Background: an optimization exercise with open tools, aiming at small area and a short achievable clock period. Do not read the settings as production practice.
Where RTL was checked, it was by simulation tests only, not by an equivalence proof against the original.
No activity file was given, so power comes from the tool's default toggle rates.

==> module router_extended, before the edit <==
module router_extended (
  input  wire        clk,
  input  wire        rst,
  input  wire        start,
  input  wire [2:0]  cond_sel,
  input  wire [3:0]  opcode,
  input  wire [15:0] op_a,
  input  wire [15:0] op_b,
  output reg         busy,
  output reg         done,
  output reg  [31:0] result
);
  wire f_bin = (opcode <= 4'd2);
  wire f_dec = (opcode >= 4'd3)   && (opcode <= 4'd5);
  wire f_duo = (opcode >= 4'd6) && (opcode <= 4'd8);
  reg [1:0] cls_in;
  always @(*) begin
    case (cond_sel)
      3'd0:    cls_in = f_bin ? 2'd0 : f_dec ? 2'd2 : 2'd1;
      3'd1:    cls_in = f_dec ? 2'd0 : 2'd1;
      3'd2:    cls_in = f_duo ? 2'd0 : f_bin ? 2'd1 : 2'd2;
      3'd4:    cls_in = (f_bin | f_dec) ? 2'd0 : 2'd1;
      default: cls_in = (f_bin | f_dec | f_duo) ? 2'd0 : 2'd2;
    endcase
  end
  reg  [1:0] cls;
  reg  [3:0] cnt;
  reg        idle;
  wire       last  = (cls == 2'd0) ? (cnt == 4'd2) :
                     (cls == 2'd1) ? (cnt == 4'd7) : (cnt == 4'd9);
  wire       load  = idle | ((cls == 2'd1) ? (cnt == 4'd4) : (cnt == 4'd6));
  always @(posedge clk) begin
    cls <= cls_in;
    if (rst) begin
      busy <= 1'b0;
      idle <= 1'b1;
      done <= 1'b0;
      cnt  <= 4'd0;
    end else begin
      done <= ~idle & last;
      if (idle) begin
        busy <= start;
        idle <= ~start;
        cnt  <= 4'd0;
      end else if (last) begin
        busy <= 1'b0;
        idle <= 1'b1;
      end else begin
        cnt <= cnt + 4'd1;
      end
    end
  end
  wire is_add = (opcode == 4'd0) || (opcode == 4'd3) || (opcode == 4'd6);
  wire is_sub = (opcode == 4'd1) || (opcode == 4'd4) || (opcode == 4'd7);
  wire [16:0] h_init = is_add ? {1'b0, op_b} : is_sub ? {1'b1, ~op_b} : 17'd0;
  wire [15:0] m_init = (opcode == 4'd2)   ? op_b  :
                       (opcode == 4'd5) ? 16'd10 :
                       (opcode == 4'd8)  ? 16'd3  :
                       (is_add | is_sub)         ? 16'd1  : 16'd0;
  function [8:0] dec(input [5:0] c);
    integer i;
    for (i = 0; i < 3; i = i + 1)
      dec[3*i +: 3] = {c[2*i+1] & c[2*i], c[2*i+1] & ~c[2*i], ~c[2*i+1] & c[2*i]};
  endfunction
  function [17:0] row(input [2:0] sel, input [15:0] a, input [17:0] a3);
    row = ({18{sel[0]}} & {2'b0, a}) |
          ({18{sel[1]}} & {1'b0, a, 1'b0}) |
          ({18{sel[2]}} & a3);
  endfunction
  function [17:0] row2(input [2:0] sl, input [2:0] sh, input [15:0] a, input [17:0] a3);
    reg [17:0] lo, hi;
    begin
      lo   = row(sl, a, a3);
      hi   = row(sh, a, a3);
      row2 = {hi[17:9], lo[8:0]};
    end
  endfunction
  reg  [15:0] a_r;      
  reg  [17:0] a3_r;     
  reg  [16:0] h;        
  reg  [8:0]  sel;      
  reg  [8:0]  seln;     
  reg  [11:0] lb;       
  reg         ci;       
  wire        hs = h[16];
  wire [17:0] r0 = row2(sel[2:0], ~seln[2:0], a_r, a3_r) | {hs, 17'd0};
  wire [17:0] r1 = row2(sel[5:3], ~seln[5:3], a_r, a3_r) | {hs, hs, 16'd0};
  wire [17:0] r2 = row2(sel[8:6], ~seln[8:6], a_r, a3_r) | {hs, hs, 16'd0};
  wire [17:0] a3;
  ks_add #(.W(18)) u_a3 (.x({2'b0, op_a}), .y({1'b0, op_a, 1'b0}), .s(a3));
  wire [22:0] s;
  step_dp u_dp (.h(h), .r0(r0), .r1(r1), .r2(r2), .ci(ci), .s(s));
  always @(posedge clk) begin
    a_r  <= op_a;
    a3_r <= a3;
    if (load) begin
      h   <= h_init;
      sel <= dec(m_init[5:0]);
      seln <= ~dec(m_init[5:0]);
      lb  <= {2'b00, m_init[15:6]};
      ci  <= is_sub;
    end else begin
      h   <= s[22:6];
      sel <= dec(lb[5:0]);
      seln <= ~dec(lb[5:0]);
      lb  <= {s[5:0], lb[11:6]};
      ci  <= 1'b0;
    end
  end
  always @(posedge clk) begin
    if (rst)
      result <= 32'd0;
    else if (~idle & last)
      result <= {s[19:0], lb};
  end
endmodule
Settings: LEC_CHECK=0, ABC_CLOCK_PERIOD_IN_PS=1000, CAP_MARGIN=20, CORE_MARGIN=2, CORE_UTILIZATION=40, CTS_BUF_LIST=sky130_fd_sc_hd__clkbuf_4 sky130_fd_sc_hd__clkbuf_8, SLEW_MARGIN=20; clock period 10.0 ns.
standard.sh (not shown) runs the stock make flow with config.mk's settings and CLKGATE_MAP_FILE= SYNTH_SCRIPT=/design/flow/synth_recipe.tcl, a recipe that flattens the netlist after the stock synthesis.
==> flow/flow/run.sh <==
#!/bin/bash
# The standard layout, with buf_2 cells as the port buffers and timing
# repair aimed past the 10 ns constraint.
set -euo pipefail
bash standard.sh SETUP_SLACK_MARGIN=6 "BUFFER_PORTS_ARGS=-buffer_cell sky130_fd_sc_hd__buf_2" finish > standard.log 2>&1
==> next run, changes <==
--- a/flow/design.v
+++ b/flow/design.v
@@ -357,46 +357,35 @@
   function [17:0] row(input [2:0] sel, input [15:0] a, input [17:0] a3);
     row = ({18{sel[0]}} & {2'b0, a}) |
           ({18{sel[1]}} & {1'b0, a, 1'b0}) |
           ({18{sel[2]}} & a3);
   endfunction
-  function [17:0] row2(input [2:0] sl, input [2:0] sh, input [15:0] a, input [17:0] a3);
-    reg [17:0] lo, hi;
-    begin
-      lo   = row(sl, a, a3);
-      hi   = row(sh, a, a3);
-      row2 = {hi[17:9], lo[8:0]};
-    end
-  endfunction
   reg  [15:0] a_r;      
   reg  [17:0] a3_r;     
   reg  [16:0] h;        
   reg  [8:0]  sel;      
-  reg  [8:0]  seln;     
   reg  [11:0] lb;       
   reg         ci;       
   wire        hs = h[16];
-  wire [17:0] r0 = row2(sel[2:0], ~seln[2:0], a_r, a3_r) | {hs, 17'd0};
-  wire [17:0] r1 = row2(sel[5:3], ~seln[5:3], a_r, a3_r) | {hs, hs, 16'd0};
-  wire [17:0] r2 = row2(sel[8:6], ~seln[8:6], a_r, a3_r) | {hs, hs, 16'd0};
+  wire [17:0] r0 = row(sel[2:0], a_r, a3_r) | {hs, 17'd0};
+  wire [17:0] r1 = row(sel[5:3], a_r, a3_r) | {hs, hs, 16'd0};
+  wire [17:0] r2 = row(sel[8:6], a_r, a3_r) | {hs, hs, 16'd0};
   wire [17:0] a3;
   ks_add #(.W(18)) u_a3 (.x({2'b0, op_a}), .y({1'b0, op_a, 1'b0}), .s(a3));
   wire [22:0] s;
   step_dp u_dp (.h(h), .r0(r0), .r1(r1), .r2(r2), .ci(ci), .s(s));
   always @(posedge clk) begin
     a_r  <= op_a;
     a3_r <= a3;
     if (load) begin
       h   <= h_init;
       sel <= dec(m_init[5:0]);
-      seln <= ~dec(m_init[5:0]);
       lb  <= {2'b00, m_init[15:6]};
       ci  <= is_sub;
     end else begin
       h   <= s[22:6];
       sel <= dec(lb[5:0]);
-      seln <= ~dec(lb[5:0]);
       lb  <= {s[5:0], lb[11:6]};
       ci  <= 1'b0;
     end
   end
   always @(posedge clk) begin
Setup slack gets better by 33 ps.
Via count hardly moves.
Synthesized cell count fell by about 2%.
Global-route usage rose by 0.12 points.
Die area fell by about 2%.
Count of clock-buffer cells in the layout fell by 1.
Total power rose by 2.7%.
Final area fell by 1.8%.
Wire length rose by about 1.6%.
Core utilization fell by 0.35 points.
First-iteration DRC count fell by about 22%.
Synthesized area fell by about 2%.
Non-clock buffer count fell by 1.
Register-to-register slack gets worse by 20 ps.
The RTL of the first run of this note was laid out without a check of its function.

re-timing with driven ports:
The results above use ideal ports. As a check the final layouts listed here were re-extracted and re-timed, cells and wires unchanged.
Step 1, drivers: a clkbuf_16 drives clk and a buf_2 each remaining input, both assumed.
Step 2 adds t to the input delays and takes it off the output delays; t is the mean of the earliest and latest rising clock arrival at the registers after step 1. Input paths then give back, and output paths get back, about the clock's delay inside the block.
a / b / c = ideal ports / drivers / drivers and shift; a / b = the first two.
| run | t, ns | setup slack, ns | cell pins on the clock port's net |
|---|---|---|---|
| the first run | 0.481 | 6.125 / 6.140 / 5.659 | 1 |
| the second run | 0.484 | 6.158 / 6.158 / 5.771 | 1 |
After both steps setup and hold are still met in every run listed. The setup slack of the first run, which loses most, moves by +0.015 ns with the drivers and by -0.466 ns with both steps.
